From an optimization exercise on the open Yosys and OpenROAD flow, aimed at small area; shortcuts taken in it are not production practice.
RTL that was checked went through simulation tests only; none was proved equivalent to the original.
No functional check of the RTL was part of run 6.
No activity file was given, so power comes from the tool's default toggle rates.

===== flow/run.sh =====
#!/bin/bash
# synth_recipe.tcl (not shown) runs the flow's synth.tcl, then flattens the netlist and writes it again
# the make line also repeats each setting of config.mk as NAME=value (left out here)
make -C /OpenROAD-flow-scripts/flow DESIGN_CONFIG=/design/flow/config.mk WORK_HOME=/design/flow/orfs CLKGATE_MAP_FILE= SYNTH_SCRIPT=/design/flow/synth_recipe.tcl finish

===== flow/config.mk =====
export PLATFORM = sky130hd
export DESIGN_NAME = uart_full_ssd_display
export DESIGN_NICKNAME = uart_full_ssd_display
export VERILOG_FILES = /design/flow/design.v
export SDC_FILE = /design/flow/constraint.sdc
export NUM_CORES = 4
export LEC_CHECK = 0
export CAP_MARGIN = 20
export CORE_MARGIN = 2
export CORE_UTILIZATION = 40
export SLEW_MARGIN = 20

===== flow/constraint.sdc =====
create_clock -name core_clock -period 20.0 [get_ports {clk}]
set_input_delay 4.0000 -clock core_clock [delete_from_list [all_inputs] [get_ports {clk}]]
set_output_delay 4.0000 -clock core_clock [all_outputs]
set_load 0.01 [all_outputs]

===== flow/design.v =====
module Segment_Selector (
    input wire [3:0] input_bits,     
    input wire dash,                 
    output wire [6:0] segments       
    );
    reg [6:0] raw_logic;
    assign segments = ~raw_logic;    
    always @(*) begin
        if (~dash) begin             
            case (input_bits)
                4'h0: raw_logic = 7'b0111111;
                4'h1: raw_logic = 7'b0000110;
                4'h2: raw_logic = 7'b1011011;
                4'h3: raw_logic = 7'b1001111;
                4'h4: raw_logic = 7'b1100110;
                4'h5: raw_logic = 7'b1101101;
                4'h6: raw_logic = 7'b1111101;
                4'h7: raw_logic = 7'b0000111;
                4'h8: raw_logic = 7'b1111111;
                4'h9: raw_logic = 7'b1100111;
                4'hA: raw_logic = 7'b1110111;
                4'hB: raw_logic = 7'b1111100;
                4'hC: raw_logic = 7'b0111001;
                4'hD: raw_logic = 7'b1011110;
                4'hE: raw_logic = 7'b1111001;
                4'hF: raw_logic = 7'b1110001;
                default: raw_logic = 7'b0000000;
            endcase
        end else begin               
            raw_logic = 7'b1000000;
        end
    end
endmodule
module uart_rx(
input  wire       clk          ,  
input  wire       resetn       ,  
input  wire       uart_rxd     ,  
input  wire       uart_rx_en   ,  
output wire       uart_rx_break,  
output wire       uart_rx_valid,  
output reg  [PAYLOAD_BITS-1:0] uart_rx_data    
);
parameter   BIT_RATE        = 9600;  
localparam  BIT_P           = 1_000_000_000 * 1/BIT_RATE;  
parameter   CLK_HZ          =    50_000_000;
localparam  CLK_P           = 1_000_000_000 * 1/CLK_HZ;  
parameter   PAYLOAD_BITS    = 8;
parameter   STOP_BITS       = 1;
localparam       CYCLES_PER_BIT     = BIT_P / CLK_P;
localparam       COUNT_REG_LEN      = 1+$clog2(CYCLES_PER_BIT);
reg rxd_reg;
reg rxd_reg_0;
reg [PAYLOAD_BITS-1:0] recieved_data;
reg [COUNT_REG_LEN-1:0] cycle_counter;
reg [3:0] bit_counter;
reg bit_sample;
reg [2:0] fsm_state;
reg [2:0] n_fsm_state;
localparam FSM_IDLE = 0;
localparam FSM_START= 1;
localparam FSM_RECV = 2;
localparam FSM_STOP = 3;
assign uart_rx_break = uart_rx_valid && ~|recieved_data;
assign uart_rx_valid = fsm_state == FSM_STOP && n_fsm_state == FSM_IDLE;
always @(posedge clk) begin
    if(!resetn) begin
        uart_rx_data  <= {PAYLOAD_BITS{1'b0}};
    end else if (fsm_state == FSM_STOP) begin
        uart_rx_data  <= recieved_data;
    end
end
wire next_bit     = cycle_counter == CYCLES_PER_BIT ||
                        fsm_state       == FSM_STOP && 
                        cycle_counter   == CYCLES_PER_BIT/2;
wire payload_done = bit_counter   == PAYLOAD_BITS  ;
always @(*) begin : p_n_fsm_state
    case(fsm_state)
        FSM_IDLE : n_fsm_state = rxd_reg      ? FSM_IDLE : FSM_START;
        FSM_START: n_fsm_state = next_bit     ? FSM_RECV : FSM_START;
        FSM_RECV : n_fsm_state = payload_done ? FSM_STOP : FSM_RECV ;
        FSM_STOP : n_fsm_state = next_bit     ? FSM_IDLE : FSM_STOP ;
        default  : n_fsm_state = FSM_IDLE;
    endcase
end
integer i;
always @(posedge clk) begin : p_recieved_data
    if(!resetn) begin
        recieved_data <= {PAYLOAD_BITS{1'b0}};
    end else if(fsm_state == FSM_IDLE             ) begin
        recieved_data <= {PAYLOAD_BITS{1'b0}};
    end else if(fsm_state == FSM_RECV && next_bit ) begin
        recieved_data[PAYLOAD_BITS-1] <= bit_sample;
        for ( i = PAYLOAD_BITS-2; i >= 0; i = i - 1) begin
            recieved_data[i] <= recieved_data[i+1];
        end
    end
end
always @(posedge clk) begin : p_bit_counter
    if(!resetn) begin
        bit_counter <= 4'b0;
    end else if(fsm_state != FSM_RECV) begin
        bit_counter <= {COUNT_REG_LEN{1'b0}};
    end else if(fsm_state == FSM_RECV && next_bit) begin
        bit_counter <= bit_counter + 1'b1;
    end
end
always @(posedge clk) begin : p_bit_sample
    if(!resetn) begin
        bit_sample <= 1'b0;
    end else if (cycle_counter == CYCLES_PER_BIT/2) begin
        bit_sample <= rxd_reg;
    end
end
always @(posedge clk) begin : p_cycle_counter
    if(!resetn) begin
        cycle_counter <= {COUNT_REG_LEN{1'b0}};
    end else if(next_bit) begin
        cycle_counter <= {COUNT_REG_LEN{1'b0}};
    end else if(fsm_state == FSM_START || 
                fsm_state == FSM_RECV  || 
                fsm_state == FSM_STOP   ) begin
        cycle_counter <= cycle_counter + 1'b1;
    end
end
always @(posedge clk) begin : p_fsm_state
    if(!resetn) begin
        fsm_state <= FSM_IDLE;
    end else begin
        fsm_state <= n_fsm_state;
    end
end
always @(posedge clk) begin : p_rxd_reg
    if(!resetn) begin
        rxd_reg     <= 1'b1;
        rxd_reg_0   <= 1'b1;
    end else if(uart_rx_en) begin
        rxd_reg     <= rxd_reg_0;
        rxd_reg_0   <= uart_rxd;
    end
end
endmodule
module uart_tx(
input  wire         clk         ,  
input  wire         resetn      ,  
output wire         uart_txd    ,  
output wire         uart_tx_busy,  
input  wire         uart_tx_en  ,  
input  wire [PAYLOAD_BITS-1:0]   uart_tx_data   
);
parameter   BIT_RATE        = 9600;  
localparam  BIT_P           = 1_000_000_000 * 1/BIT_RATE;  
parameter   CLK_HZ          =    50_000_000;
localparam  CLK_P           = 1_000_000_000 * 1/CLK_HZ;  
parameter   PAYLOAD_BITS    = 8;
parameter   STOP_BITS       = 1;
localparam       CYCLES_PER_BIT     = BIT_P / CLK_P;
localparam       COUNT_REG_LEN      = 1+$clog2(CYCLES_PER_BIT);
reg txd_reg;
reg [PAYLOAD_BITS-1:0] data_to_send;
reg [COUNT_REG_LEN-1:0] cycle_counter;
reg [3:0] bit_counter;
reg [2:0] fsm_state;
reg [2:0] n_fsm_state;
localparam FSM_IDLE = 0;
localparam FSM_START= 1;
localparam FSM_SEND = 2;
localparam FSM_STOP = 3;
assign uart_tx_busy = fsm_state != FSM_IDLE;
assign uart_txd     = txd_reg;
wire next_bit     = cycle_counter == CYCLES_PER_BIT;
wire payload_done = bit_counter   == PAYLOAD_BITS  ;
wire stop_done    = bit_counter   == STOP_BITS && fsm_state == FSM_STOP;
always @(*) begin : p_n_fsm_state
    case(fsm_state)
        FSM_IDLE : n_fsm_state = uart_tx_en   ? FSM_START: FSM_IDLE ;
        FSM_START: n_fsm_state = next_bit     ? FSM_SEND : FSM_START;
        FSM_SEND : n_fsm_state = payload_done ? FSM_STOP : FSM_SEND ;
        FSM_STOP : n_fsm_state = stop_done    ? FSM_IDLE : FSM_STOP ;
        default  : n_fsm_state = FSM_IDLE;
    endcase
end
integer i;
always @(posedge clk) begin : p_data_to_send
    if(!resetn) begin
        data_to_send <= {PAYLOAD_BITS{1'b0}};
    end else if(fsm_state == FSM_IDLE && uart_tx_en) begin
        data_to_send <= uart_tx_data;
    end else if(fsm_state       == FSM_SEND       && next_bit ) begin
        for ( i = PAYLOAD_BITS-2; i >= 0; i = i - 1) begin
            data_to_send[i] <= data_to_send[i+1];
        end
    end
end
always @(posedge clk) begin : p_bit_counter
    if(!resetn) begin
        bit_counter <= 4'b0;
    end else if(fsm_state != FSM_SEND && fsm_state != FSM_STOP) begin
        bit_counter <= {COUNT_REG_LEN{1'b0}};
    end else if(fsm_state == FSM_SEND && n_fsm_state == FSM_STOP) begin
        bit_counter <= {COUNT_REG_LEN{1'b0}};
    end else if(fsm_state == FSM_STOP&& next_bit) begin
        bit_counter <= bit_counter + 1'b1;
    end else if(fsm_state == FSM_SEND && next_bit) begin
        bit_counter <= bit_counter + 1'b1;
    end
end
always @(posedge clk) begin : p_cycle_counter
    if(!resetn) begin
        cycle_counter <= {COUNT_REG_LEN{1'b0}};
    end else if(next_bit) begin
        cycle_counter <= {COUNT_REG_LEN{1'b0}};
    end else if(fsm_state == FSM_START || 
                fsm_state == FSM_SEND  || 
                fsm_state == FSM_STOP   ) begin
        cycle_counter <= cycle_counter + 1'b1;
    end
end
always @(posedge clk) begin : p_fsm_state
    if(!resetn) begin
        fsm_state <= FSM_IDLE;
    end else begin
        fsm_state <= n_fsm_state;
    end
end
always @(posedge clk) begin : p_txd_reg
    if(!resetn) begin
        txd_reg <= 1'b1;
    end else if(fsm_state == FSM_IDLE) begin
        txd_reg <= 1'b1;
    end else if(fsm_state == FSM_START) begin
        txd_reg <= 1'b0;
    end else if(fsm_state == FSM_SEND) begin
        txd_reg <= data_to_send[0];
    end else if(fsm_state == FSM_STOP) begin
        txd_reg <= 1'b1;
    end
end
endmodule
module uart_communication #(
    parameter CLK_HZ = 50000000,
    parameter BIT_RATE = 9600,
    parameter PAYLOAD_BITS = 8
) (
    input        clk,            
    input        rst,           
    input  wire  uart_rxd,       
    output wire  uart_txd,       
    output wire [PAYLOAD_BITS-1:0] uart_rx_data,     
    output wire       uart_rx_valid,                 
    output wire  uart_rx_break,                      
    input  wire [PAYLOAD_BITS-1:0] uart_tx_data,     
    input  wire       uart_tx_en,                
    output wire       uart_tx_busy               
);
    uart_rx #(
        .BIT_RATE(BIT_RATE),
        .PAYLOAD_BITS(PAYLOAD_BITS),
        .CLK_HZ  (CLK_HZ  )
    ) i_uart_rx(
        .clk          (clk          ), 
        .resetn       (rst          ),  
        .uart_rxd     (uart_rxd     ), 
        .uart_rx_en   (1'b1         ), 
        .uart_rx_break(uart_rx_break), 
        .uart_rx_valid(uart_rx_valid), 
        .uart_rx_data (uart_rx_data )  
    );
    uart_tx #(
        .BIT_RATE(BIT_RATE),
        .PAYLOAD_BITS(PAYLOAD_BITS),
        .CLK_HZ  (CLK_HZ  )
    ) i_uart_tx(
        .clk          (clk          ),
        .resetn       (rst          ),  
        .uart_txd     (uart_txd     ),
        .uart_tx_en   (uart_tx_en   ),
        .uart_tx_busy (uart_tx_busy ),
        .uart_tx_data (uart_tx_data ) 
    );
endmodule
module uart_full_ssd_display (
    input clk,                   
    input rst,                   
    input wire uart_rxd,         
    output wire uart_txd,        
    output wire [6:0] segments,  
    output reg [3:0] dig_sel     
    );
    parameter PAYLOAD_BITS = 8;
    parameter BIT_RATE = 115200;             
    parameter max_sel_count = 41_667;        
    parameter STARTUP_WAIT = 1_000_000;      
    wire [PAYLOAD_BITS-1:0] uart_rx_data;    
    wire                    uart_rx_valid;   
    reg [3:0] bottom_rx_data;                
    reg [3:0] top_rx_data;                   
    reg [3:0] dig_update;                    
    reg [3:0] input_bits;
    reg       dash;                          
    reg [15:0] sel_counter;                  
    reg [19:0] startup_counter;
    always @ (posedge clk) begin
        if (~rst) begin                              
            startup_counter <= 0;
            dash <= 1'b1;
            bottom_rx_data <= 4'b0000;
            top_rx_data <= 4'b0000;
        end else if (startup_counter < STARTUP_WAIT) begin
            startup_counter <= startup_counter + 1;
            dash <= 1'b1;
        end else if (rst) begin                      
            if (uart_rx_valid) begin
                bottom_rx_data <= uart_rx_data[3:0];
                top_rx_data <= uart_rx_data[7:4];
                dash <= 1'b0;
            end
        end else if (~rst) begin                     
            dash <= 1'b1;
        end
    end
    always @ (posedge clk) begin
        if (~rst) begin                              
            sel_counter <= 0;
            dig_update <= 4'b1110;
            dig_sel <= 4'b0000;
            input_bits <= 4'b0000;
        end else if (sel_counter >= max_sel_count) begin
            sel_counter <= 0;
            if (dig_update == 4'b1110) begin             
                input_bits <= bottom_rx_data;            
                dig_sel <= dig_update;
                dig_update <= 4'b1101;                   
            end else if (dig_update == 4'b1101) begin    
                input_bits <= top_rx_data;               
                dig_sel <= dig_update;
                dig_update <= 4'b1110;                   
            end else begin                               
                dig_update <= 4'b1110;                   
                dig_sel <= dig_update;
            end
        end else
            sel_counter <= sel_counter + 1;
    end
    uart_communication #(
        .BIT_RATE(BIT_RATE)
    ) uart_logic (
        .clk(clk),
        .rst(rst),
        .uart_rxd(uart_rxd),
        .uart_txd(uart_txd),
        .uart_tx_data(uart_rx_data),
        .uart_tx_en(uart_rx_valid),
        .uart_rx_data(uart_rx_data),
        .uart_rx_valid(uart_rx_valid)
    );
    Segment_Selector ssd_display (
        .input_bits(input_bits),
        .dash(dash),
        .segments(segments)
    );
endmodule

==> impl_metrics.csv, run 1 <==
group,metric,value,unit
sta,post-route-period-util,31.7,%
synth,yosysWarningCount,4,
cells_and_area,layout-drive-gt1-share,7.63,%
flow_run,drv_cap,0,
clock_network,clock-root-buffer,"clkbuf_16",
power,p_seq_share,41.9,%
synth,async_flop_share,0,%
synth,syn_inst,609,
sta,rsz0062_at_grt,"false",
cells_and_area,final_util,47.7,%
clock_network,numCtsBuffers,17,
worst_setup_path,required,20.33,ns
clock_network,cts_tree,"done",
cells_and_area,diodes,0,
sta,hold_viol,0,
clock_network,clk_pin_slew,0.05,ns
cells_and_area,top_register,"startup_counter",
power,p_sw,0.108,mW
grt,antenna_found_initial,0,
sta,whs,0.413,ns
worst_setup_path,cpPeakStageDelay,0.84,ns
worst_setup_path,cpMaxStageDelayCell,"clkdlybuf4s50_1",
placement,post-dp-hpwl,6.54,mm
grt,grt_max_degree,65,
sta,fmax,0.158,GHz
clock_network,htreeDepth,4,
floorplanning,dieArea,14400,um^2
floorplanning,die_x,120,um
worst_setup_path,start_kind,"input port",
sta,slew_violations,0,
cells_and_area,nets,639,
route,routed_via_density,5.06,
synth,ys_seq_elements,121,
route,vias,4077,
power,p_int,0.476,mW
grt,grt_pass1_vias,3833,
worst_setup_path,crit_fanout,14,
synth,synthTopCellsByCount,"dfxtp_1 (121), nor2_1 (95), nand2_1 (58)",
route,detail-route-antenna-nets,0,
route,drt_wl_total,9.79,mm
min_path,worstHoldPathType,"flip-flop to flip-flop",
synth,synth_edf_count,0,
synth,yosysMostFrequentCell,"dfxtp_1",
floorplanning,ioPinCount,15,
floorplanning,floorplan.initialDensity,40.9,%
sta,finalClockSkew,0.00640,ns
cells_and_area,multiInputGateArea,2760,um^2
grt,gr-total-overflow,0,
synth,ys_types,55,
power,p_sw_share,18.4,%
clock_network,clk_latency,0.41,ns
placement,gp_congestion,0.749,
synth,synth_nets,632,
cells_and_area,syn_to_final_growth,16.7,%
clock_network,cts_buffer_depth,2,
power,total_leakage_power,2.37,nW
floorplanning,core_area,13200,um^2
synth,synth.largest_area_cell,"dfxtp_1",
sta,worst_pin_slew,0.836,ns
cells_and_area,largest_register_ffs,20,
worst_setup_path,worstPathArrival,6.68,ns
synth,post-synth-top-area-fraction,44.9,%
route,drc,0,
sta,setup_tns,0,ns
synth,ys_seq_area_share,44.9,%
status,status,"finished clean",
floorplanning,rows,42,
synth,syn_avg_cell_area,8.85,um^2
sta,relSlewSlack,44.2,%
power,peakVddDrop,0.0722,mV
cells_and_area,seqCellArea,2420,um^2
worst_setup_path,critical_path_class,"input port to flip-flop",
sta,final-setup-viol-count,0,
synth,synthTopCellsByArea,"dfxtp_1 (45%), nor2_1 (6.6%), xnor2_1 (4.7%)",
cells_and_area,fin_area,6290,um^2
sta,period_minus_slack,6.35,ns
route,first_pass_iters,4,
placement,dpl_cell_area,5650,um^2
cells_and_area,top_regs,"startup_counter x20, sel_counter x16",
power,share_clk_of_total_power,56.7,%
clock_network,cts_setup_buffers,0,
power,combPwrFrac,1.4,%
cells_and_area,nFillCells,1219,
synth,synth_area,5390,um^2
route,post_drt_wl_per_cell,12.2,um
worst_setup_path,crit_chain,"clkdlybuf4s50_1 > clkinv_1 > a211oi_1 > inv_1 > ha_1 > mux2_2 > o211ai_1",
power,power_density,92.8,nW/um^2
floorplanning,die_h,120,um
route,drt_iter0_drc,241,
clock_network,postCtsResizedCells,0,
clock_network,cts.sinks,121,
grt,grt_pass1_wl,16.9,mm
synth,ys.flop_type,"dfxtp_1",
worst_setup_path,end_kind,"flip-flop",
clock_network,cts_hold_buf,0,
grt,track_usage,14.6,%
placement,portBuffers,14,
layer usage:
metal / up-vias / routed length [um] / share of wire (%) / track usage, %
met4: 0 / 91 / 0.93 / 6.91
li1: 2099 / - / - / -
met5: - / 0 / 0 / 0
met2: 43 / 4710 / 48 / 23.1
met3: 7 / 245 / 2.5 / 5.04
met1: 1928 / 4740 / 48 / 17.7
placed cells by master (no fill, tap or decap), types with 4 or more instances in the layout:
master / count
a211oi_1: 13
a21oi_1: 31
a22oi_1: 10
and3_1: 8
bufinv_16: 5
clkbuf_1: 4
clkbuf_16: 17
clkdlybuf4s50_1: 14
dfxtp_1: 121
ha_1: 20
inv_1: 21
mux2i_1: 21
nand2_1: 58
nand2b_1: 9
nand3_1: 14
nand4_1: 13
nor2_1: 95
nor3_1: 12
nor3b_1: 5
nor4_1: 5
nor4b_1: 4
o211ai_1: 5
o21ai_0: 14
or2_2: 5
xnor2_1: 29
xor2_1: 23
worst max-delay path: cells and delay by family:
| family | cells | cell delay (ns) |
|---|---|---|
| adder cells (fa/ha/maj) | 1 | 0.41 |
| multiplexers | 1 | 0.36 |
| buffers and inverters | 3 | 1.23 |
| AO/OA/AOI/OAI | 2 | 0.66 |
cell type report:
| class | count | area share [%] |
|---|---|---|
| clock buffers | 24 | 7.66 |
| clock inverters | 8 | 2.62 |
| inverters | 23 | 1.45 |
| multi-input cells | 437 | 43.8 |
| flip-flops and latches | 121 | 38.5 |
| well taps | 176 | 3.50 |
| repair buffers | 16 | 2.47 |
cells by family after synthesis:
kind of cell               after synthesis  synth area share, %
buffers and inverters                   51                 3.92
adders and majority gates               20                 4.64
AOI/OAI and AO/OA                       88                 10.4
and+or+nand+nor                        251                 22.5
muxes                                   26                 5.08
xor gates and xnor gates                52                 8.45
DFF                                    121                 44.9
worst paths after layout:
path                             startpoint                           end  slack (ns)  cells after the start
max                                     rst                     flip-flop       13.65                      7
max reg2reg                  sel_counter[9]                     flip-flop       16.72                      8
min          uart_logic.i_uart_rx.rxd_reg_0  uart_logic.i_uart_rx.rxd_reg        0.41                      1
min reg2reg  uart_logic.i_uart_rx.rxd_reg_0  uart_logic.i_uart_rx.rxd_reg        0.41                      1
stage by stage:
| step | cells | power (mW) | setup slack (ns) |
|---|---|---|---|
| 6_report | 805 | 0.584 | 13.65 |
| 3_5_place_dp | 773 | 0.258 | 13.24 |
| 5_1_grt | 805 | 0.605 | 13.36 |
| 3_3_place_gp | 773 | 0.258 | 13.36 |
| 4_1_cts | 805 | 0.593 | 13.67 |
| 2_1_floorplan | 609 | 0.256 | 14.30 |
power by group through the flow:
stage | Sequential [mW] | Combinational, mW | Clock, mW
2_1_floorplan | 0.249 | 0.00666 | 0
3_3_place_gp | 0.250 | 0.00806 | 0
3_5_place_dp | 0.250 | 0.00827 | 0
4_1_cts | 0.245 | 0.00830 | 0.340
5_1_grt | 0.245 | 0.00911 | 0.351
6_report | 0.245 | 0.00807 | 0.331
==> run 2: changes to the inputs <==
==> flow/design.v (replaced) <==
module Segment_Selector (
    input wire [3:0] input_bits,     
    input wire dash,                 
    output wire [6:0] segments       
    );
    localparam [111:0] HEX = 112'he3e6f39f9df3ff0ff76e69f6c33f;
    wire [6:0] raw_logic = dash ? 7'b1000000 : HEX[input_bits*7 +: 7];
    assign segments = ~raw_logic;    
endmodule
module uart_full_ssd_display (
    input clk,                   
    input rst,                   
    input wire uart_rxd,         
    output wire uart_txd,        
    output wire [6:0] segments,  
    output wire [3:0] dig_sel    
    );
    localparam BIT_END  = 9'd434;            
    localparam BIT_HALF = 9'd217;            
    localparam SEL_END  = 16'd41667;         
    localparam DONE_SEL = 16'd41635;         
    localparam DONE_W   = 5'd23;
    localparam P_STOP  = 4'd8;
    localparam P_IDLE  = 4'd9;
    localparam P_START = 4'd15;
    reg        rxd_0, rxd_1;
    reg [3:0]  rp;
    reg [8:0]  rc;
    reg [7:0]  rd;
    wire r_half  = rc == BIT_HALF;
    wire r_end   = rc == BIT_END;
    wire r_data  = ~rp[3];
    wire r_stop  = rp == P_STOP;
    wire r_idle  = rp == P_IDLE;
    wire r_valid = r_stop & r_half;
    wire r_just  = r_idle & rc[0];           
    always @(posedge clk) begin
        if (~rst) begin
            rxd_0 <= 1'b1;
            rxd_1 <= 1'b1;
        end else begin
            rxd_0 <= uart_rxd;
            rxd_1 <= rxd_0;
        end
    end
    always @(posedge clk) begin
        if (~rst) begin
            rp <= P_IDLE;
            rc <= 9'd0;
        end else if (r_idle) begin
            rc <= 9'd0;
            if (~rxd_1) rp <= P_START;
        end else if (r_valid) begin
            rp <= P_IDLE;
            rc <= 9'd1;
        end else if (r_end) begin
            rp <= rp + 4'd1;
            rc <= 9'd0;
        end else begin
            rc <= rc + 9'd1;
        end
    end
    always @(posedge clk) begin
        if (r_data & r_half) rd <= {rxd_1, rd[7:1]};
    end
    reg [7:0] last_byte;
    always @(posedge clk) begin
        if (r_valid) last_byte <= rd;
    end
    reg [3:0] tp;
    reg [8:0] tc;
    wire t_data = ~tp[3];
    wire t_idle = tp == P_IDLE;
    wire t_stop = tp == P_STOP;
    wire t_end  = tc == {8'd217, tp == 4'd7};    
    always @(posedge clk) begin
        if (~rst) begin
            tp <= P_IDLE;
            tc <= 9'd0;
        end else if (t_idle) begin
            if (r_just) tp <= P_START;
        end else if (t_end) begin
            tp <= tp + 4'd1;
            tc <= t_stop ? 9'd1 : 9'd0;
        end else begin
            tc <= tc + 9'd1;
        end
    end
    assign uart_txd = t_data ? last_byte[tp[2:0]] : ~tp[2];
    reg [15:0] sel;
    reg [4:0]  w;          
    reg        done;       
    reg        dash;
    reg [3:0]  input_bits;
    wire wrap = sel == SEL_END;
    always @(posedge clk) begin
        if (~rst) begin
            sel  <= 16'd0;
            w    <= 5'd0;
            done <= 1'b0;
            dash <= 1'b1;
        end else begin
            sel <= wrap ? 16'd0 : sel + 16'd1;
            if (wrap) w <= w + 5'd1;
            if (w == DONE_W && sel == DONE_SEL) done <= 1'b1;
            if (done & r_valid) dash <= 1'b0;
        end
    end
    always @(posedge clk) begin
        if (wrap)
            input_bits <= dash ? 4'd0 : (w[0] ? last_byte[7:4] : last_byte[3:0]);
    end
    wire started = done | (|w);
    assign dig_sel = {started, started, w[0], started & ~w[0]};
    Segment_Selector ssd_display (
        .input_bits(input_bits),
        .dash(dash),
        .segments(segments)
    );
endmodule
==> run 2 against run 1 <==
Net effect:
- largest cell class unchanged
- maximum frequency increased by 3.5%
- flip-flop and latch count decreased by 50
- count of clock-buffer cells in the layout decreased by 13
- register-to-register slack improved by 0.88 ns
- non-clock buffer count decreased by 1
- sequential power decreased by 34%
- utilization decreased by 2.2 points
- area after synthesis decreased by 33%
- clock skew increased by 0.0036 ns
- largest power group is now sequential cells
==> impl_metrics.csv, run 2 <==
group,metric,value,unit
route,vias,2679,
cells_and_area,syn_to_final_growth,10.0,%
grt,grt_pass1_wl,11.4,mm
synth,synth-compound-area-share,7.53,%
placement,gp_congestion,0.835,
synth,synthTopCellsByArea,"dfxtp_1 (28%), edfxtp_1 (17%), ha_1 (6.3%)",
sta,relSlewSlack,55.4,%
worst_setup_path,reg2reg_slack,17.60,ns
sta,rsz0062_at_grt,"false",
sta,period_minus_slack,6.13,ns
clock_network,clock-root-buffer,"clkbuf_8",
floorplanning,ioPinCount,15,
route,post_drt_wl_per_cell,13.2,um
flow_run,drv_cap,0,
grt,grt_pass1_vias,2510,
worst_setup_path,cp.depth,6,
cells_and_area,top_regs,"sel x16, rc x9, tc x9",
sta,final-setup-viol-count,0,
synth,ys_seq_elements,71,
synth,synth_top_family_by_area,"simple AND/OR/NAND/NOR gates",
floorplanning,dieArea,9780,um^2
synth,synth_nets,396,
clock_network,cts_setup_buffers,0,
synth,yosysMostFrequentCell,"dfxtp_1",
route,first_pass_iters,4,
worst_setup_path,crit_family,"buffers and inverters",
grt,grt_max_degree,27,
clock_network,clk_pin_slew,0.08,ns
worst_setup_path,worstRegToRegCells,5,
route,drt_iter0_drc,132,
sta,finalClockSkew,0.00997,ns
min_path,hold-path-endpoint,"rxd_1",
worst_setup_path,crit_fanout,4,
synth,yosysWarningCount,1,
clock_network,clk_latency,0.34,ns
synth,synth_edf_count,20,
synth,synthXorXnorAreaFrac,7.29,%
worst_setup_path,r2r-end,"sel[10]",
power,peakVddDrop,0.0342,mV
min_path,min_path_cells,1,
min_path,worstHoldPathType,"flip-flop to flip-flop",
floorplanning,die_h,98.9,um
cells_and_area,top_register,"sel",
worst_setup_path,critical_path_class,"flip-flop to output pin",
clock_network,postCtsResizedCells,0,
synth,syn_inst,375,
power,power_density,76.9,nW/um^2
route,drt_wl_total,6.54,mm
synth,syn_avg_cell_area,9.61,um^2
min_path,hold_start,"rxd_0",
synth,synth_area,3600,um^2
worst_setup_path,cpPeakStageDelay,0.48,ns
synth,synth-simple-area-share,25.6,%
clock_network,numCtsBuffers,9,
grt,track_usage,14.1,%
sta,setup_tns,0,ns
synth,ys.flop_type,"dfxtp_1",
sta,post-route-period-util,30.6,%
clock_network,htreeDepth,3,
synth,synthTopCellsByCount,"dfxtp_1 (51), nor2_1 (46), nand2_1 (22)",
floorplanning,floorplan.initialDensity,41.3,%
synth,synthAdderAreaFrac,6.25,%
placement,post-dp-hpwl,4.66,mm
synth,ys_types,55,
floorplanning,rows,34,
worst_setup_path,crit_chain,"inv_1 > ha_1 > nor2_1 > nor3_1 > or3_1 > clkdlybuf4s50_1",
worst_setup_path,start_kind,"flip-flop",
sta,worst_pin_slew,0.666,ns
clock_network,cts_buffer_depth,2,
cells_and_area,diodes,0,
cells_and_area,largest_register_ffs,16,
cells_and_area,layout-drive-gt1-share,5.66,%
floorplanning,core_area,8720,um^2
synth,async_flop_share,0,%
route,drc,0,
sta,fmax,0.163,GHz
route,routed_via_density,5.39,
worst_setup_path,worstPathArrival,2.13,ns
cells_and_area,final_common_cell,"dfxtp_1",
grt,gr-total-overflow,0,
worst_setup_path,cpMaxStageDelayCell,"clkdlybuf4s50_1",
worst_setup_path,worstReg2RegStart,"sel[0]",
cells_and_area,nets,405,
clock_network,cts_tree,"done",
floorplanning,die_x,98.9,um
power,total_leakage_power,1.45,nW
synth,post-synth-top-area-fraction,28.3,%
synth,ys_seq_area_share,45.0,%
synth,synth.largest_area_cell,"dfxtp_1",
status,status,"finished clean",
synth,synthMuxAreaShare,3.75,%
worst_setup_path,required,16.00,ns
worst_setup_path,critPathBufInv,2,
worst_setup_path,end_kind,"output pin",
sta,slew_violations,0,
route,detail-route-antenna-nets,0,
grt,antenna_found_initial,0,
sta,whs,0.408,ns
placement,portBuffers,14,
clock_network,cts_hold_buf,0,
sta,hold_viol,0,
clock_network,cts.sinks,71,
cells_and_area,final_cell_mix,"dfxtp_1 (51), nor2_1 (46), nand2_1 (22)",
[run 2: logic make-up (layout without fill, tap and decap cells)]
family | Yosys count | after routing
AO/OA/AOI/OAI | 42 | 42
XOR/XNOR | 30 | 30
buffers and inverters | 38 | 52
multiplexers | 11 | 11
flip-flops | 71 | 71
adder cells (fa/ha/maj) | 18 | 18
AND/OR/NAND/NOR | 165 | 165
[run 2: worst reg2reg max path, delay by kind of cell, from the launching register on]
| family | cells | cell delay, ns |
|---|---|---|
| adders and majority gates | 1 | 0.35 |
| DFF | 1 | 0.42 |
| and+or+nand+nor | 4 | 1.51 |
[run 2: worst max-delay path by stage]
stage          slack (ns)          start           to
6_report            13.87  input_bits[1]  segments[0]
5_1_grt             13.76  input_bits[1]  segments[0]
4_1_cts             13.87  input_bits[1]  segments[0]
3_5_place_dp        14.25  input_bits[1]  segments[0]
3_3_place_gp        14.29  input_bits[0]  segments[0]
2_1_floorplan       14.75  input_bits[0]  segments[0]
[run 2: per-stage QoR]
step                util (%)  setup WS (ns)  area (um^2)  power, mW  std cells
CTS                     45.5          13.87         3970      0.309        497
global placement        43.6          14.29         3800      0.207        481
finish                  45.5          13.87         3970      0.305        497
detailed placement      43.6          14.25         3800      0.209        481
global route            45.5          13.76         3970      0.321        497
floorplan                  -          14.75         3600      0.198        375
[run 2: final cells by class]
type	instances	area, um^2
fillers	830	4760
multi-input cells	266	1820
flip-flops and latches	71	1620
repair buffers	15	148
well taps	108	135
clock buffers	11	131
inverters	21	78.8
clock inverters	5	33.8
[run 2: power breakdown]
part / total [mW] / internal, mW / leakage [nW] / switching, mW
logic: 0.0451 / 0.0188 / 0.782 / 0.0263
clock network: 0.0990 / 0.0451 / 0.0813 / 0.0539
registers: 0.161 / 0.153 / 0.584 / 0.00824
total: 0.305 / 0.217 / 1.45 / 0.0884
[run 2: metal layers]
metal	wire length [um]	vias to the layer above	part of all wire, %	global-route usage [%]
met5	0	-	0	0
li1	-	1349	-	-
met2	2940	42	45	21.7
met1	3230	1277	49	19.1
met4	131	0	2.0	6.53
met3	241	11	3.7	2.70
==> run 3: changes to the inputs <==
--- a/flow/design.v
+++ b/flow/design.v
@@ -15,11 +15,20 @@
     output wire [6:0] segments,  
     output wire [3:0] dig_sel    
     );
-    localparam BIT_END  = 9'd434;            
-    localparam BIT_HALF = 9'd217;            
-    localparam SEL_END  = 16'd41667;         
-    localparam DONE_SEL = 16'd41635;         
-    localparam DONE_W   = 5'd23;
+    function [8:0] step9(input [8:0] s);
+        step9 = {s[7:0], ~(s[8] ^ s[4])};
+    endfunction
+    function [15:0] step16(input [15:0] s);
+        step16 = {s[14:0], ~(s[15] ^ s[14] ^ s[12] ^ s[3])};
+    endfunction
+    localparam [8:0]  BIT_END  = 9'b101101100;
+    localparam [8:0]  BIT_HALF = 9'b001001101;
+    localparam [15:0] SEL_END  = 16'b0100111011000001;
+    localparam [4:0]  DONE_W   = 5'd23;
+    localparam [15:0] DONE_SEL = 16'b0111000011001010;
+    localparam [8:0]  CNT_ONE  = 9'b000000001;       
+    localparam [8:0]  CNT_PRE  = 9'b100000000;       
+    localparam P_D6    = 4'd6;
     localparam P_STOP  = 4'd8;
     localparam P_IDLE  = 4'd9;
     localparam P_START = 4'd15;
@@ -52,12 +61,12 @@
             if (~rxd_1) rp <= P_START;
         end else if (r_valid) begin
             rp <= P_IDLE;
-            rc <= 9'd1;
+            rc <= CNT_ONE;
         end else if (r_end) begin
             rp <= rp + 4'd1;
             rc <= 9'd0;
         end else begin
-            rc <= rc + 9'd1;
+            rc <= step9(rc);
         end
     end
     always @(posedge clk) begin
@@ -72,7 +81,7 @@
     wire t_data = ~tp[3];
     wire t_idle = tp == P_IDLE;
     wire t_stop = tp == P_STOP;
-    wire t_end  = tc == {8'd217, tp == 4'd7};    
+    wire t_end  = tc == BIT_END;
     always @(posedge clk) begin
         if (~rst) begin
             tp <= P_IDLE;
@@ -81,9 +90,9 @@
             if (r_just) tp <= P_START;
         end else if (t_end) begin
             tp <= tp + 4'd1;
-            tc <= t_stop ? 9'd1 : 9'd0;
+            tc <= t_stop ? CNT_ONE : (tp == P_D6) ? CNT_PRE : 9'd0;
         end else begin
-            tc <= tc + 9'd1;
+            tc <= step9(tc);
         end
     end
     assign uart_txd = t_data ? last_byte[tp[2:0]] : ~tp[2];
@@ -100,7 +109,7 @@
             done <= 1'b0;
             dash <= 1'b1;
         end else begin
-            sel <= wrap ? 16'd0 : sel + 16'd1;
+            sel <= wrap ? 16'd0 : step16(sel);
             if (wrap) w <= w + 5'd1;
             if (w == DONE_W && sel == DONE_SEL) done <= 1'b1;
             if (done & r_valid) dash <= 1'b0;
--- a/flow/config.mk
+++ b/flow/config.mk
@@ -8,4 +8,7 @@
 export CAP_MARGIN = 20
 export CORE_MARGIN = 2
 export CORE_UTILIZATION = 40
+export CTS_BUF_LIST = sky130_fd_sc_hd__clkbuf_2 sky130_fd_sc_hd__clkbuf_4
+export CTS_CLUSTER_DIAMETER = 200
+export CTS_CLUSTER_SIZE = 50
 export SLEW_MARGIN = 20
==> run 3 against run 2 <==
Net effect:
- still clean on timing, DRC and antenna
- routed wire length shrank 21%
- utilization grew 0.12 points
- die area shrank 13%
- largest cell class is now registers
- area after synthesis shrank 13%
- critical path type unchanged
- non-clock buffer count grew 1
- first-iteration DRC count shrank 21%
==> impl_metrics.csv, run 3 <==
group,metric,value,unit
min_path,min_path_cells,1,
cells_and_area,fin_area,3490,um^2
min_path,hold_start,"rxd_0",
route,vias,2088,
sta,setup_ws,13.68,ns
sta,finalClockSkew,0.0170,ns
floorplanning,dieArea,8530,um^2
route,routed_via_density,5.01,
route,post_drt_wl_per_cell,12.4,um
route,drc,0,
clock_network,cts.sinks,71,
flow_run,drv_cap,0,
clock_network,clk_latency,0.41,ns
cells_and_area,top_regs,"sel x16, rc x9, tc x9",
route,detail-route-antenna-nets,0,
grt,grt_pass1_vias,1955,
synth,async_flop_share,0,%
floorplanning,die_h,92.3,um
power,total_leakage_power,1.31,nW
grt,gr-total-overflow,0,
worst_setup_path,start_kind,"flip-flop",
route,drt_wl_total,5.16,mm
clock_network,cts_buffer_depth,2,
min_path,hold-path-endpoint,"rxd_1",
synth,ys_seq_elements,71,
synth,synthTopCellsByCount,"dfxtp_1 (51), nand2_1 (27), edfxtp_1 (20)",
sta,hold_viol,0,
floorplanning,core_area,7650,um^2
clock_network,numCtsBuffers,9,
floorplanning,floorplan.initialDensity,40.8,%
sta,final-setup-viol-count,0,
clock_network,clock-root-buffer,"clkbuf_4",
sta,worst_pin_slew,0.645,ns
cells_and_area,final_common_cell,"dfxtp_1",
placement,post-dp-hpwl,3.55,mm
cells_and_area,largest_register_ffs,16,
worst_setup_path,worstRegToRegCells,6,
grt,grt_pass1_wl,9.17,mm
synth,yosysMostFrequentCell,"dfxtp_1",
floorplanning,ioPinCount,15,
placement,dp_worst_setup_slack,14.12,ns
synth,synth_top_family_by_area,"simple AND/OR/NAND/NOR gates",
clock_network,postCtsResizedCells,0,
synth,synthAdderAreaFrac,6.01,%
worst_setup_path,r2r-end,"tp[2]",
grt,antenna_found_initial,0,
floorplanning,die_x,92.3,um
synth,synth_nets,317,
synth,synth-simple-area-share,22.6,%
worst_setup_path,required,16.00,ns
synth,yosysWarningCount,1,
sta,post-route-period-util,31.6,%
grt,grt_max_degree,30,
synth,synth_edf_count,20,
route,first_pass_iters,4,
synth,synth_area,3120,um^2
power,peakVddDrop,0.0468,mV
synth,synthMuxAreaShare,4.73,%
status,status,"finished clean",
worst_setup_path,critical_path_class,"flip-flop to output pin",
clock_network,cts_setup_buffers,0,
synth,synth.largest_area_cell,"dfxtp_1",
placement,gp_congestion,0.808,
worst_setup_path,end_kind,"output pin",
sta,setup_tns,0,ns
sta,relSlewSlack,56.7,%
synth,ys.flop_type,"dfxtp_1",
synth,synthXorXnorAreaFrac,1.68,%
sta,fmax,0.158,GHz
clock_network,htreeDepth,3,
sta,whs,0.418,ns
cells_and_area,syn_to_final_growth,11.7,%
worst_setup_path,worstReg2RegStart,"tp[1]",
sta,slew_violations,0,
placement,dpl_cell_area,3320,um^2
cells_and_area,diodes,0,
power,total_power,0.266,mW
worst_setup_path,crit_fanout,5,
cells_and_area,top_register,"sel",
floorplanning,rows,32,
synth,syn_inst,299,
sta,period_minus_slack,6.32,ns
min_path,worstHoldPathType,"flip-flop to flip-flop",
synth,post-synth-top-area-fraction,32.7,%
cells_and_area,nets,328,
route,drt_iter0_drc,104,
synth,ys_seq_area_share,51.9,%
sta,rsz0062_at_grt,"false",
cells_and_area,layout-drive-gt1-share,9.21,%
clock_network,cts_hold_buf,0,
synth,syn_avg_cell_area,10.4,um^2
synth,ys_types,47,
cells_and_area,final_cell_mix,"dfxtp_1 (51), nand2_1 (27), edfxtp_1 (20)",
worst_setup_path,worstPathArrival,2.32,ns
grt,track_usage,13.6,%
worst_setup_path,reg2reg_slack,17.83,ns
placement,portBuffers,14,
synth,synth-compound-area-share,8.78,%
synth,synthTopCellsByArea,"dfxtp_1 (33%), edfxtp_1 (19%), ha_1 (6.0%)",
power,power_density,76.2,nW/um^2
clock_network,clk_pin_slew,0.12,ns
clock_network,cts_tree,"done",
-- run 3: cell types whose count changed after synthesis, sizes merged, moves of 6 or more --
cell,before,now
a21oi,9,18
and2,4,15
and3,5,11
and4,6,0
inv,21,12
nand3,18,3
nand4,16,0
nor2,46,15
xnor2,16,2
xor2,14,4
-- run 3: kinds of logic after synthesis --
| kind of cell | count (synthesis) |
|---|---|
| flops | 71 |
| mux | 12 |
| fa+ha+maj | 15 |
| compound gates | 45 |
| xor+xnor | 6 |
| buf+inv | 29 |
| simple gates | 121 |
-- run 3: through the flow --
| step | cells | util, % |
|---|---|---|
| final | 417 | 45.6 |
| after global routing | 417 | 45.6 |
| after CTS | 417 | 45.5 |
| after detailed placement | 401 | 43.4 |
| after global placement | 401 | 43.4 |
| after floorplan | 299 | - |
-- run 3: worst max path at each step --
| stage | startpoint | end | slack (ns) | depth (start not counted) |
|---|---|---|---|---|
| 2_1_floorplan | input_bits[0] | segments[0] | 14.64 | 5 |
| 4_1_cts | input_bits[0] | segments[0] | 13.65 | 6 |
| 3_3_place_gp | input_bits[0] | segments[0] | 14.12 | 6 |
| 3_5_place_dp | input_bits[1] | segments[0] | 14.12 | 7 |
| 6_report | input_bits[0] | segments[0] | 13.68 | 6 |
| 5_1_grt | input_bits[0] | segments[0] | 13.48 | 6 |
-- run 3: final cells by class --
class	instances	area, um^2
well taps	102	128
repair buffers	16	155
inverters	13	48.8
clock buffers	10	75.1
multi-input cells	199	1370
fillers	726	4160
flip-flops and latches	71	1620
clock inverters	6	85.1
-- run 3: layer usage --
layer | vias up | wire (um) | GRT usage [%]
met3 | 9 | 136 | 2.20
met2 | 29 | 2280 | 19.5
li1 | 1080 | - | -
met4 | 0 | 114 | 7.59
met1 | 970 | 2620 | 19.4
met5 | - | 0 | 0
-- run 3: where the power goes --
part | total [mW] | switching, mW | internal (mW)
clock | 0.102 | 0.0502 | 0.0518
sequential | 0.151 | 0.00219 | 0.149
combinational | 0.0123 | 0.00731 | 0.00498
total | 0.266 | 0.0597 | 0.206
-- run 3: worst max-delay path, stage by stage, from the launching register on --
cell and delay (ns):
edfxtp_1 0.47, ha_1 0.28, nor2b_1 0.14, a211oi_1 0.21
a21oi_1 0.05, or2_2 0.28, clkdlybuf4s50_1 0.47
==> run 4: changes to the inputs <==
--- a/flow/config.mk
+++ b/flow/config.mk
@@ -8,7 +8,7 @@
 export CAP_MARGIN = 20
 export CORE_MARGIN = 2
 export CORE_UTILIZATION = 40
-export CTS_BUF_LIST = sky130_fd_sc_hd__clkbuf_2 sky130_fd_sc_hd__clkbuf_4
-export CTS_CLUSTER_DIAMETER = 200
-export CTS_CLUSTER_SIZE = 50
+export CTS_BUF_LIST = sky130_fd_sc_hd__clkbuf_4
+export CTS_CLUSTER_DIAMETER = 100
+export CTS_CLUSTER_SIZE = 30
 export SLEW_MARGIN = 20
==> run 4 against run 3 <==
Net effect:
- clock power is essentially flat
- highest routed layer unchanged
- area after synthesis did not move
- sequential share of layout area stayed put
- synthesized cell count did not move
- global-route usage unchanged
- register-to-register slack hardly changed
- count of clock-buffer cells in the layout unchanged
- routed wire length stayed put
- final area did not move
- first-iteration DRC count did not move
- critical path type unchanged
- non-clock buffer count unchanged
==> impl_metrics.csv, run 4 <==
group,metric,value,unit
status,status,"finished clean",
synth,ys_seq_elements,71,
power,p_int,0.206,mW
sta,fmax,0.158,GHz
worst_setup_path,critPathBufInv,1,
floorplanning,ioPinCount,15,
cells_and_area,top_register,"sel",
clock_network,postCtsResizedCells,0,
worst_setup_path,start_kind,"flip-flop",
sta,relSlewSlack,56.7,%
synth,async_flop_share,0,%
worst_setup_path,crit_family,"flip-flops",
clock_network,clock-root-buffer,"clkbuf_4",
synth,yosysWarningCount,1,
power,p_sw_share,22.5,%
worst_setup_path,worstRegToRegCells,6,
power,total_leakage_power,1.31,nW
worst_setup_path,worstPathArrival,2.32,ns
cells_and_area,syn_to_final_growth,11.7,%
clock_network,htreeDepth,3,
route,post_drt_wl_per_cell,12.4,um
floorplanning,die_x,92.3,um
synth,ys.flop_type,"dfxtp_1",
clock_network,cts_hold_buf,0,
grt,gr-total-overflow,0,
grt,antenna_found_initial,0,
synth,synth_nets,317,
min_path,worstHoldPathType,"flip-flop to flip-flop",
sta,final-setup-viol-count,0,
sta,slew_violations,0,
clock_network,cts_setup_buffers,0,
cells_and_area,top_regs,"sel x16, rc x9, tc x9",
floorplanning,rows,32,
power,share_clk_of_total_power,38.4,%
synth,synth_top_family_by_area,"simple AND/OR/NAND/NOR gates",
worst_setup_path,required,16.00,ns
grt,grt_max_degree,30,
sta,whs,0.418,ns
clock_network,cts.sinks,71,
synth,yosysMostFrequentCell,"dfxtp_1",
worst_setup_path,cpMaxStageDelayCell,"edfxtp_1",
clock_network,cts_buffer_depth,2,
power,total_power,0.266,mW
synth,synth_edf_count,20,
sta,rsz0062_at_grt,"false",
worst_setup_path,critical_path_class,"flip-flop to output pin",
power,peakVddDrop,0.0468,mV
worst_setup_path,worstReg2RegStart,"tp[1]",
cells_and_area,diodes,0,
synth,syn_inst,299,
sta,hold_viol,0,
route,drc,0,
cells_and_area,final_util,45.6,%
sta,finalClockSkew,0.0170,ns
min_path,hold-path-endpoint,"rxd_1",
synth,ys_seq_area_share,51.9,%
route,detail-route-antenna-nets,0,
grt,track_usage,13.6,%
route,drt_wl_total,5.16,mm
worst_setup_path,r2r-end,"tp[2]",
worst_setup_path,reg2reg_slack,17.83,ns
cells_and_area,nFillCells,726,
grt,grt_pass1_wl,9.17,mm
sta,period_minus_slack,6.32,ns
synth,post-synth-top-area-fraction,32.7,%
synth,synth_area,3120,um^2
synth,synth.largest_area_cell,"dfxtp_1",
grt,grt_pass1_vias,1955,
synth,synthTopCellsByCount,"dfxtp_1 (51), nand2_1 (27), edfxtp_1 (20)",
synth,synth-compound-area-share,8.78,%
synth,synthXorXnorAreaFrac,1.68,%
worst_setup_path,crit_fanout,5,
sta,setup_tns,0,ns
sta,post-route-period-util,31.6,%
cells_and_area,final_cell_mix,"dfxtp_1 (51), nand2_1 (27), edfxtp_1 (20)",
route,first_pass_iters,4,
clock_network,clk_pin_slew,0.12,ns
cells_and_area,largest_register_ffs,16,
clock_network,clk_latency,0.41,ns
cells_and_area,final_common_cell,"dfxtp_1",
floorplanning,die_h,92.3,um
min_path,hold_start,"rxd_0",
worst_setup_path,cpPeakStageDelay,0.47,ns
power,p_seq_share,56.9,%
synth,syn_avg_cell_area,10.4,um^2
synth,ys_types,47,
synth,synthAdderAreaFrac,6.01,%
placement,post-dp-hpwl,3.55,mm
worst_setup_path,end_kind,"output pin",
min_path,min_path_cells,1,
worst_setup_path,crit_chain,"ha_1 > nor2b_1 > a211oi_1 > a21oi_1 > or2_2 > clkdlybuf4s50_1",
placement,gp_congestion,0.808,
floorplanning,floorplan.initialDensity,40.8,%
sta,worst_pin_slew,0.645,ns
placement,portBuffers,14,
flow_run,drv_cap,0,
clock_network,cts_tree,"done",
cells_and_area,layout-drive-gt1-share,9.21,%
synth,synthTopCellsByArea,"dfxtp_1 (33%), edfxtp_1 (19%), ha_1 (6.0%)",
synth,synthMuxAreaShare,4.73,%
clock_network,numCtsBuffers,9,
power,power_density,76.2,nW/um^2
route,vias,2088,
cells_and_area,nets,328,
floorplanning,core_area,7650,um^2
power,p_sw,0.0597,mW
synth,synth-simple-area-share,22.6,%
power,combPwrFrac,4.6,%
route,drt_iter0_drc,104,
route,routed_via_density,5.01,
floorplanning,dieArea,8530,um^2
## run 4: cell counts after synthesis
Identical to the previous run, type by type.
## run 4: area by class of cell
| class | instances | area [um^2] | share of cell area (%) |
|---|---|---|---|
| sequential | 71 | 1620 | 46.5 |
| multi-input combinational | 199 | 1370 | 39.4 |
| timing repair buffer | 16 | 155 | 4.45 |
| tap | 102 | 128 | 3.66 |
| clock inverter | 6 | 85.1 | 2.44 |
| clock buffer | 10 | 75.1 | 2.15 |
| inverter | 13 | 48.8 | 1.40 |
## run 4: kinds of logic (layout without fill, tap and decap cells)
group / Yosys count / in the layout
compound gates: 45 / 45
xor+xnor: 6 / 6
fa+ha+maj: 15 / 15
buf+inv: 29 / 45
flops: 71 / 71
mux: 12 / 12
simple gates: 121 / 121
## run 4: how the worst max path moves through the flow
| stage | startpoint | cells past startpoint | slack [ns] | end |
|---|---|---|---|---|
| global route | input_bits[0] | 6 | 13.48 | segments[0] |
| floorplan | input_bits[0] | 5 | 14.64 | segments[0] |
| detailed placement | input_bits[1] | 7 | 14.12 | segments[0] |
| CTS | input_bits[0] | 6 | 13.65 | segments[0] |
| finish | input_bits[0] | 6 | 13.68 | segments[0] |
| global placement | input_bits[0] | 6 | 14.12 | segments[0] |
## run 4: power by group through the flow
| stage | Clock (mW) | Sequential, mW | Combinational, mW |
|---|---|---|---|
| 2_1_floorplan | 0 | 0.153 | 0.0105 |
| 3_5_place_dp | 0 | 0.154 | 0.0124 |
| 4_1_cts | 0.105 | 0.151 | 0.0124 |
| 3_3_place_gp | 0 | 0.154 | 0.0123 |
| 6_report | 0.102 | 0.151 | 0.0123 |
| 5_1_grt | 0.112 | 0.152 | 0.0142 |
## run 4: metal layers
| metal | vias up | global-route usage, % | share of wire (%) |
|---|---|---|---|
| li1 | 1080 | - | - |
| met1 | 970 | 19.4 | 51 |
| met2 | 29 | 19.5 | 44 |
| met3 | 9 | 2.20 | 2.6 |
| met4 | 0 | 7.59 | 2.2 |
| met5 | - | 0 | 0 |
## run 4: stage by stage
stage / instances / area [um^2] / worst slack [ns]
after floorplan: 299 / 3120 / 14.64
after global placement: 401 / 3320 / 14.12
after detailed placement: 401 / 3320 / 14.12
after CTS: 417 / 3480 / 13.65
after global routing: 417 / 3490 / 13.48
final: 417 / 3490 / 13.68
==> run 5: changes to the inputs <==
--- a/flow/config.mk
+++ b/flow/config.mk
@@ -8,7 +8,4 @@
 export CAP_MARGIN = 20
 export CORE_MARGIN = 2
 export CORE_UTILIZATION = 40
-export CTS_BUF_LIST = sky130_fd_sc_hd__clkbuf_4
-export CTS_CLUSTER_DIAMETER = 100
-export CTS_CLUSTER_SIZE = 30
 export SLEW_MARGIN = 20
==> run 5 against run 4 <==
Net effect:
- first-iteration DRC count down 7.7%
- count of clock-buffer cells in the layout is 3 higher
- register-to-register slack improved by 0.02 ns
- die area stayed put
- final area rose by 1.5%
- worst setup slack improved by 0.081 ns
- utilization increased by 0.69 points
- routed wire length is 0.14% lower
- clock skew fell by 0.0039 ns
- maximum frequency rose by 1.3%
- largest cell class unchanged
==> impl_metrics.csv, run 5 <==
group,metric,value,unit
sta,period_minus_slack,6.24,ns
sta,finalClockSkew,0.0131,ns
grt,gr-total-overflow,0,
synth,yosysMostFrequentCell,"dfxtp_1",
sta,setup_ws,13.76,ns
grt,grt_max_degree,30,
synth,synth_area,3120,um^2
route,post_drt_wl_per_cell,12.4,um
worst_setup_path,worstRegToRegCells,6,
route,drt_wl_total,5.15,mm
cells_and_area,final_common_cell,"dfxtp_1",
min_path,worstHoldPathType,"flip-flop to flip-flop",
cells_and_area,nFillCells,722,
floorplanning,die_x,92.3,um
floorplanning,dieArea,8530,um^2
worst_setup_path,cpMaxStageDelayCell,"clkdlybuf4s50_1",
clock_network,postCtsResizedCells,0,
grt,top_usage_layer,"met2",
sta,whs,0.410,ns
synth,async_flop_share,0,%
floorplanning,floorplan.initialDensity,40.8,%
grt,antenna_found_initial,0,
synth,synth_edf_count,20,
synth,synth.largest_area_cell,"dfxtp_1",
sta,post-route-period-util,31.2,%
sta,rsz0062_at_grt,"false",
synth,synth_top_family_by_area,"simple AND/OR/NAND/NOR gates",
status,status,"finished clean",
clock_network,cts.sinks,71,
worst_setup_path,crit_fanout,5,
synth,ys_seq_elements,71,
worst_setup_path,crit_chain,"ha_1 > nor2b_1 > a211oi_1 > a21oi_1 > or2_2 > clkdlybuf4s50_1",
cells_and_area,nets,328,
synth,post-synth-top-area-fraction,32.7,%
power,share_clk_of_total_power,41.5,%
synth,ys_types,47,
synth,synthTopCellsByArea,"dfxtp_1 (33%), edfxtp_1 (19%), ha_1 (6.0%)",
min_path,hold-path-endpoint,"rxd_1",
clock_network,clk_pin_slew,0.08,ns
sta,worst_pin_slew,0.640,ns
synth,syn_inst,299,
clock_network,numCtsBuffers,9,
power,total_leakage_power,1.33,nW
cells_and_area,final_cell_mix,"dfxtp_1 (51), nand2_1 (27), edfxtp_1 (20)",
placement,dp_worst_setup_slack,14.12,ns
synth,synthTopCellsByCount,"dfxtp_1 (51), nand2_1 (27), edfxtp_1 (20)",
cells_and_area,syn_to_final_growth,13.3,%
cells_and_area,top_register,"sel",
worst_setup_path,end_kind,"output pin",
worst_setup_path,required,16.00,ns
cells_and_area,seqCellArea,1620,um^2
synth,synthMuxAreaShare,4.73,%
flow_run,drv_cap,0,
synth,synth_nets,317,
power,p_int,0.218,mW
route,drt_iter0_drc,96,
sta,fmax,0.160,GHz
route,vias,2083,
cells_and_area,multiInputGateArea,1370,um^2
clock_network,cts_buffer_depth,2,
synth,syn_avg_cell_area,10.4,um^2
cells_and_area,layout-drive-gt1-share,8.89,%
min_path,min_path_cells,1,
synth,synth-simple-area-share,22.6,%
clock_network,cts_hold_buf,0,
worst_setup_path,r2r-end,"tp[2]",
power,p_sw_share,22.2,%
route,routed_via_density,5.00,
grt,grt_use_met3,2.20,%
worst_setup_path,worstPathArrival,2.24,ns
sta,setup_tns,0,ns
cells_and_area,diodes,0,
synth,synthAdderAreaFrac,6.01,%
worst_setup_path,cpPeakStageDelay,0.47,ns
floorplanning,rows,32,
cells_and_area,top_regs,"sel x16, rc x9, tc x9",
floorplanning,ioPinCount,15,
min_path,hold_start,"rxd_0",
cells_and_area,largest_register_ffs,16,
floorplanning,die_h,92.3,um
sta,hold_viol,0,
grt,grt_pass1_vias,1951,
worst_setup_path,start_kind,"flip-flop",
worst_setup_path,worstReg2RegStart,"tp[1]",
synth,yosysWarningCount,1,
grt,track_usage,13.5,%
placement,portBuffers,14,
worst_setup_path,critical_path_class,"flip-flop to output pin",
power,peakVddDrop,0.0494,mV
route,detail-route-antenna-nets,0,
power,combPwrFrac,4.4,%
power,p_seq_share,54.0,%
floorplanning,core_area,7650,um^2
synth,ys.flop_type,"dfxtp_1",
synth,synthXorXnorAreaFrac,1.68,%
worst_setup_path,reg2reg_slack,17.85,ns
power,p_sw,0.0621,mW
grt,grt_pass1_wl,9.14,mm
route,first_pass_iters,4,
clock_network,cts_setup_buffers,0,
clock_network,htreeDepth,3,
grt,grt_util_met2,19.8,%
grt,use_met1,19.0,%
clock_network,clock-root-buffer,"clkbuf_8",
placement,gp_congestion,0.808,
sta,final-setup-viol-count,0,
sta,relSlewSlack,57.1,%
route,drc,0,
sta,slew_violations,0,
synth,synth-compound-area-share,8.78,%
placement,post-dp-hpwl,3.55,mm
power,power_density,79.0,nW/um^2
clock_network,cts_tree,"done",
synth,ys_seq_area_share,51.9,%
clock_network,clk_latency,0.34,ns
==> run 5: layout make-up <==
cell class,count,share of cell area [%]
clock buffer,13,5.41
clock inverter,3,0.601
multi-input combinational,199,38.8
timing repair buffer,16,4.38
tap,102,3.61
inverter,13,1.38
sequential,71,45.8
==> run 5: worst max-delay path by stage <==
| stage | start | end | slack [ns] |
|---|---|---|---|
| 2_1_floorplan | input_bits[0] | segments[0] | 14.64 |
| 3_3_place_gp | input_bits[0] | segments[0] | 14.12 |
| 3_5_place_dp | input_bits[1] | segments[0] | 14.12 |
| 4_1_cts | input_bits[0] | segments[0] | 13.75 |
| 5_1_grt | input_bits[1] | segments[0] | 13.58 |
| 6_report | input_bits[0] | segments[0] | 13.76 |
==> run 5: cell families (layout without fill, tap and decap cells) <==
group / Yosys count / in the layout
AND/OR/NAND/NOR: 121 / 121
flip-flops: 71 / 71
AO/OA/AOI/OAI: 45 / 45
buffers and inverters: 29 / 45
adder cells (fa/ha/maj): 15 / 15
multiplexers: 12 / 12
XOR/XNOR: 6 / 6
==> run 5: critical path: cells and delay by family, from the launching register on <==
| kind | cells | cell delay, ns |
|---|---|---|
| flops | 1 | 0.46 |
| compound gates | 2 | 0.26 |
| buf+inv | 1 | 0.47 |
| simple gates | 2 | 0.42 |
| fa+ha+maj | 1 | 0.28 |
==> run 5: routing by layer <==
layer	part of all wire [%]	vias up
met5	0	-
met4	2.2	0
met3	2.5	11
met2	44	30
met1	51	960
li1	-	1082
==> run 5: per-stage QoR <==
| step | area (um^2) | std cells | util [%] | power, mW |
|---|---|---|---|---|
| 3_3_place_gp | 3320 | 401 | 43.4 | 0.167 |
| 4_1_cts | 3530 | 417 | 46.2 | 0.282 |
| 5_1_grt | 3540 | 417 | 46.3 | 0.292 |
| 2_1_floorplan | 3120 | 299 | - | 0.164 |
| 6_report | 3540 | 417 | 46.3 | 0.280 |
| 3_5_place_dp | 3320 | 401 | 43.4 | 0.167 |
==> run 5: power by group through the flow <==
stage,Combinational [mW],Sequential [mW],Clock [mW]
global route,0.0141,0.152,0.126
global placement,0.0123,0.154,0
CTS,0.0124,0.151,0.119
detailed placement,0.0124,0.154,0
floorplan,0.0105,0.153,0
finish,0.0123,0.151,0.116
==> run 6: changes to the inputs <==
--- a/flow/design.v
+++ b/flow/design.v
@@ -28,13 +28,16 @@
     localparam [15:0] DONE_SEL = 16'b0111000011001010;
     localparam [8:0]  CNT_ONE  = 9'b000000001;       
     localparam [8:0]  CNT_PRE  = 9'b100000000;       
+    localparam [8:0]  M9  = 9'b010101010;
+    localparam [15:0] M16 = 16'b0101010101010101;
     localparam P_D6    = 4'd6;
     localparam P_STOP  = 4'd8;
     localparam P_IDLE  = 4'd9;
     localparam P_START = 4'd15;
     reg        rxd_0, rxd_1;
     reg [3:0]  rp;
-    reg [8:0]  rc;
+    reg [8:0]  rcx;
+    wire [8:0] rc = rcx ^ M9;
     reg [7:0]  rd;
     wire r_half  = rc == BIT_HALF;
     wire r_end   = rc == BIT_END;
@@ -55,18 +58,18 @@
     always @(posedge clk) begin
         if (~rst) begin
             rp <= P_IDLE;
-            rc <= 9'd0;
+            rcx <= M9;
         end else if (r_idle) begin
-            rc <= 9'd0;
+            rcx <= M9;
             if (~rxd_1) rp <= P_START;
         end else if (r_valid) begin
             rp <= P_IDLE;
-            rc <= CNT_ONE;
+            rcx <= CNT_ONE ^ M9;
         end else if (r_end) begin
             rp <= rp + 4'd1;
-            rc <= 9'd0;
+            rcx <= M9;
         end else begin
-            rc <= step9(rc);
+            rcx <= step9(rc) ^ M9;
         end
     end
     always @(posedge clk) begin
@@ -77,7 +80,8 @@
         if (r_valid) last_byte <= rd;
     end
     reg [3:0] tp;
-    reg [8:0] tc;
+    reg [8:0] tcx;
+    wire [8:0] tc = tcx ^ M9;
     wire t_data = ~tp[3];
     wire t_idle = tp == P_IDLE;
     wire t_stop = tp == P_STOP;
@@ -85,18 +89,19 @@
     always @(posedge clk) begin
         if (~rst) begin
             tp <= P_IDLE;
-            tc <= 9'd0;
+            tcx <= M9;
         end else if (t_idle) begin
             if (r_just) tp <= P_START;
         end else if (t_end) begin
             tp <= tp + 4'd1;
-            tc <= t_stop ? CNT_ONE : (tp == P_D6) ? CNT_PRE : 9'd0;
+            tcx <= (t_stop ? CNT_ONE : (tp == P_D6) ? CNT_PRE : 9'd0) ^ M9;
         end else begin
-            tc <= step9(tc);
+            tcx <= step9(tc) ^ M9;
         end
     end
     assign uart_txd = t_data ? last_byte[tp[2:0]] : ~tp[2];
-    reg [15:0] sel;
+    reg [15:0] selx;
+    wire [15:0] sel = selx ^ M16;
     reg [4:0]  w;          
     reg        done;       
     reg        dash;
@@ -104,12 +109,12 @@
     wire wrap = sel == SEL_END;
     always @(posedge clk) begin
         if (~rst) begin
-            sel  <= 16'd0;
+            selx <= M16;
             w    <= 5'd0;
             done <= 1'b0;
             dash <= 1'b1;
         end else begin
-            sel <= wrap ? 16'd0 : step16(sel);
+            selx <= (wrap ? 16'd0 : step16(sel)) ^ M16;
             if (wrap) w <= w + 5'd1;
             if (w == DONE_W && sel == DONE_SEL) done <= 1'b1;
             if (done & r_valid) dash <= 1'b0;
==> flow/flow/run.sh (new file) <==
#!/bin/bash
set -e
cp standard.sh standard_sh.log
export BUFFER_PORTS_ARGS="-buffer_cell sky130_fd_sc_hd__buf_1"
export CTS_ARGS="-sink_clustering_enable -repair_clock_nets -dont_use_dummy_load -sink_clustering_size 80 -sink_clustering_max_diameter 500 -buf_list sky130_fd_sc_hd__clkbuf_16"
bash standard.sh > standard_flow.log 2>&1
==> flow/standard.sh (new file) <==
#!/bin/bash
# synth_recipe.tcl (not shown) runs the flow's synth.tcl, then flattens the netlist and writes it again
# the make line also repeats each setting of config.mk as NAME=value (left out here)
make -C /OpenROAD-flow-scripts/flow DESIGN_CONFIG=/design/flow/config.mk WORK_HOME=/design/flow/orfs CLKGATE_MAP_FILE= SYNTH_SCRIPT=/design/flow/synth_recipe.tcl "${@:-finish}"
removed: flow/run.sh
==> run 6 against run 5 <==
Net effect:
- final area shrank 2.9%
- maximum frequency grew 8.3%
- first-iteration DRC count shrank 7.3%
- largest power group unchanged
- utilization shrank 1.1 points
- power grew 6.3%
- sequential share of layout area grew 1.4 points
- critical path type unchanged
- still clean
==> impl_metrics.csv, run 6 <==
group,metric,value,unit
sta,relSlewSlack,57.8,%
worst_setup_path,required,16.00,ns
placement,gp_congestion,0.826,
grt,track_usage,14.2,%
clock_network,clock-root-buffer,"clkbuf_16",
synth,ys_seq_elements,71,
status,status,"finished clean",
sta,hold_viol,0,
cells_and_area,diodes,0,
worst_setup_path,critPathBufInv,2,
worst_setup_path,crit_chain,"inv_1 > ha_1 > nand3b_1 > a31o_2 > buf_1",
synth,ys.flop_type,"dfxtp_1",
clock_network,cts_setup_buffers,0,
clock_network,cts_buffer_depth,2,
cells_and_area,layout-drive-gt1-share,6.03,%
route,post_drt_wl_per_cell,13.1,um
synth,yosysMostFrequentCell,"dfxtp_1",
cells_and_area,final_cell_mix,"dfxtp_1 (51), nand2_1 (37), nor2_1 (32)",
flow_run,drv_cap,0,
power,total_leakage_power,1.36,nW
floorplanning,floorplan.initialDensity,40.7,%
clock_network,cts_hold_buf,0,
clock_network,cts_tree,"done",
worst_setup_path,cpMaxStageDelayCell,"edfxtp_1",
synth,synth.largest_area_cell,"dfxtp_1",
power,peakVddDrop,0.0469,mV
grt,gr-total-overflow,0,
route,routed_via_density,5.08,
sta,finalClockSkew,0.0170,ns
sta,setup_tns,0,ns
worst_setup_path,crit_family,"flip-flops",
cells_and_area,nets,335,
sta,fmax,0.174,GHz
sta,post-route-period-util,28.8,%
floorplanning,dieArea,8460,um^2
synth,async_flop_share,0,%
worst_setup_path,worstPathArrival,1.76,ns
synth,yosysWarningCount,1,
min_path,worstHoldPathType,"flip-flop to flip-flop",
sta,rsz0062_at_grt,"false",
synth,post-synth-top-area-fraction,33.0,%
synth,synthTopCellsByCount,"dfxtp_1 (51), nand2_1 (37), nor2_1 (32)",
placement,post-dp-hpwl,3.72,mm
floorplanning,die_x,92.0,um
floorplanning,ioPinCount,15,
cells_and_area,largest_register_ffs,16,
worst_setup_path,start_kind,"flip-flop",
sta,setup_ws,14.24,ns
clock_network,clk_latency,0.33,ns
cells_and_area,nFillCells,741,
grt,grt_pass1_vias,2073,
worst_setup_path,critical_path_class,"flip-flop to output pin",
clock_network,clk_pin_slew,0.06,ns
clock_network,htreeDepth,3,
clock_network,postCtsResizedCells,0,
synth,synthTopCellsByArea,"dfxtp_1 (33%), edfxtp_1 (19%), ha_1 (6.1%)",
worst_setup_path,end_kind,"output pin",
route,drc,0,
cells_and_area,final_common_cell,"dfxtp_1",
clock_network,cts.sinks,71,
synth,synth_area,3100,um^2
route,detail-route-antenna-nets,0,
grt,grt_max_degree,28,
power,power_density,86.5,nW/um^2
synth,ys_seq_area_share,52.4,%
sta,period_minus_slack,5.76,ns
sta,final-setup-viol-count,0,
grt,antenna_found_initial,0,
synth,synth_edf_count,20,
floorplanning,die_h,92.0,um
route,first_pass_iters,4,
clock_network,numCtsBuffers,9,
placement,portBuffers,14,
synth,syn_inst,305,
worst_setup_path,crit_fanout,5,
synth,synth_nets,323,
floorplanning,core_area,7610,um^2
route,vias,2120,
worst_setup_path,cpPeakStageDelay,0.41,ns
route,drt_iter0_drc,89,
cells_and_area,top_register,"selx",
cells_and_area,syn_to_final_growth,11.0,%
grt,grt_pass1_wl,9.46,mm
sta,worst_pin_slew,0.631,ns
synth,ys_types,49,
cells_and_area,top_regs,"selx x16, rcx x9, tcx x9",
route,drt_wl_total,5.46,mm
synth,syn_avg_cell_area,10.2,um^2
placement,dp_worst_setup_slack,14.58,ns
cells_and_area,final_util,45.2,%
floorplanning,rows,32,
sta,slew_violations,0,
==> run 6: worst paths after layout <==
check	startpoint	endpoint	slack [ns]	cells past startpoint
setup / recovery	input_bits[0]	segments[3]	14.24	5
hold / removal	rcx[2]	rcx[3]	0.37	1
setup reg to reg	tp[1]	tp[3]	17.96	6
hold reg to reg	rcx[2]	rcx[3]	0.37	1
==> run 6: cells by family after synthesis <==
family / Yosys count / share of synthesized area [%]
xor+xnor: 7 / 1.98
flops: 71 / 52.4
mux: 9 / 3.72
simple gates: 123 / 21.1
buf+inv: 33 / 4.65
fa+ha+maj: 15 / 6.06
compound gates: 47 / 10.2
==> run 6: final cells by class <==
class / instances / area (um^2) / area share (%)
clock buffer: 9 / 225 / 6.55
inverter: 19 / 71.3 / 2.07
multi-input combinational: 201 / 1330 / 38.7
sequential: 71 / 1620 / 47.2
tap: 102 / 128 / 3.71
timing repair buffer: 15 / 60.1 / 1.75
==> run 6: metrics by stage <==
step	hold WS (ns)	cell area [um^2]	std cells	total power [mW]
after global placement	0.358	3210	408	0.171
after global routing	0.392	3440	417	0.308
after CTS	0.374	3440	417	0.300
after floorplan	0.353	3100	305	0.168
final	0.372	3440	417	0.297
after detailed placement	0.361	3210	408	0.172
==> run 6: routing by layer <==
layer	vias to the layer above	part of all wire, %	GRT usage [%]
li1	1098	-	-
met1	973	49	17.8
met2	38	45	22.5
met3	11	3.6	3.45
met4	0	2.4	7.96
met5	-	0	0
==> run 6: report_power, final <==
group | internal (mW) | switching, mW
clock | 0.0785 | 0.0496
sequential | 0.151 | 0.00364
combinational | 0.00559 | 0.00846

Setup slack of run 6, layout unchanged: 14.238 ns with ideal ports, 14.203 ns with driving cells assumed (clock clkbuf_16, inputs buf_2), 14.559 ns with port delays also shifted by the 0.356 ns mid clock arrival.
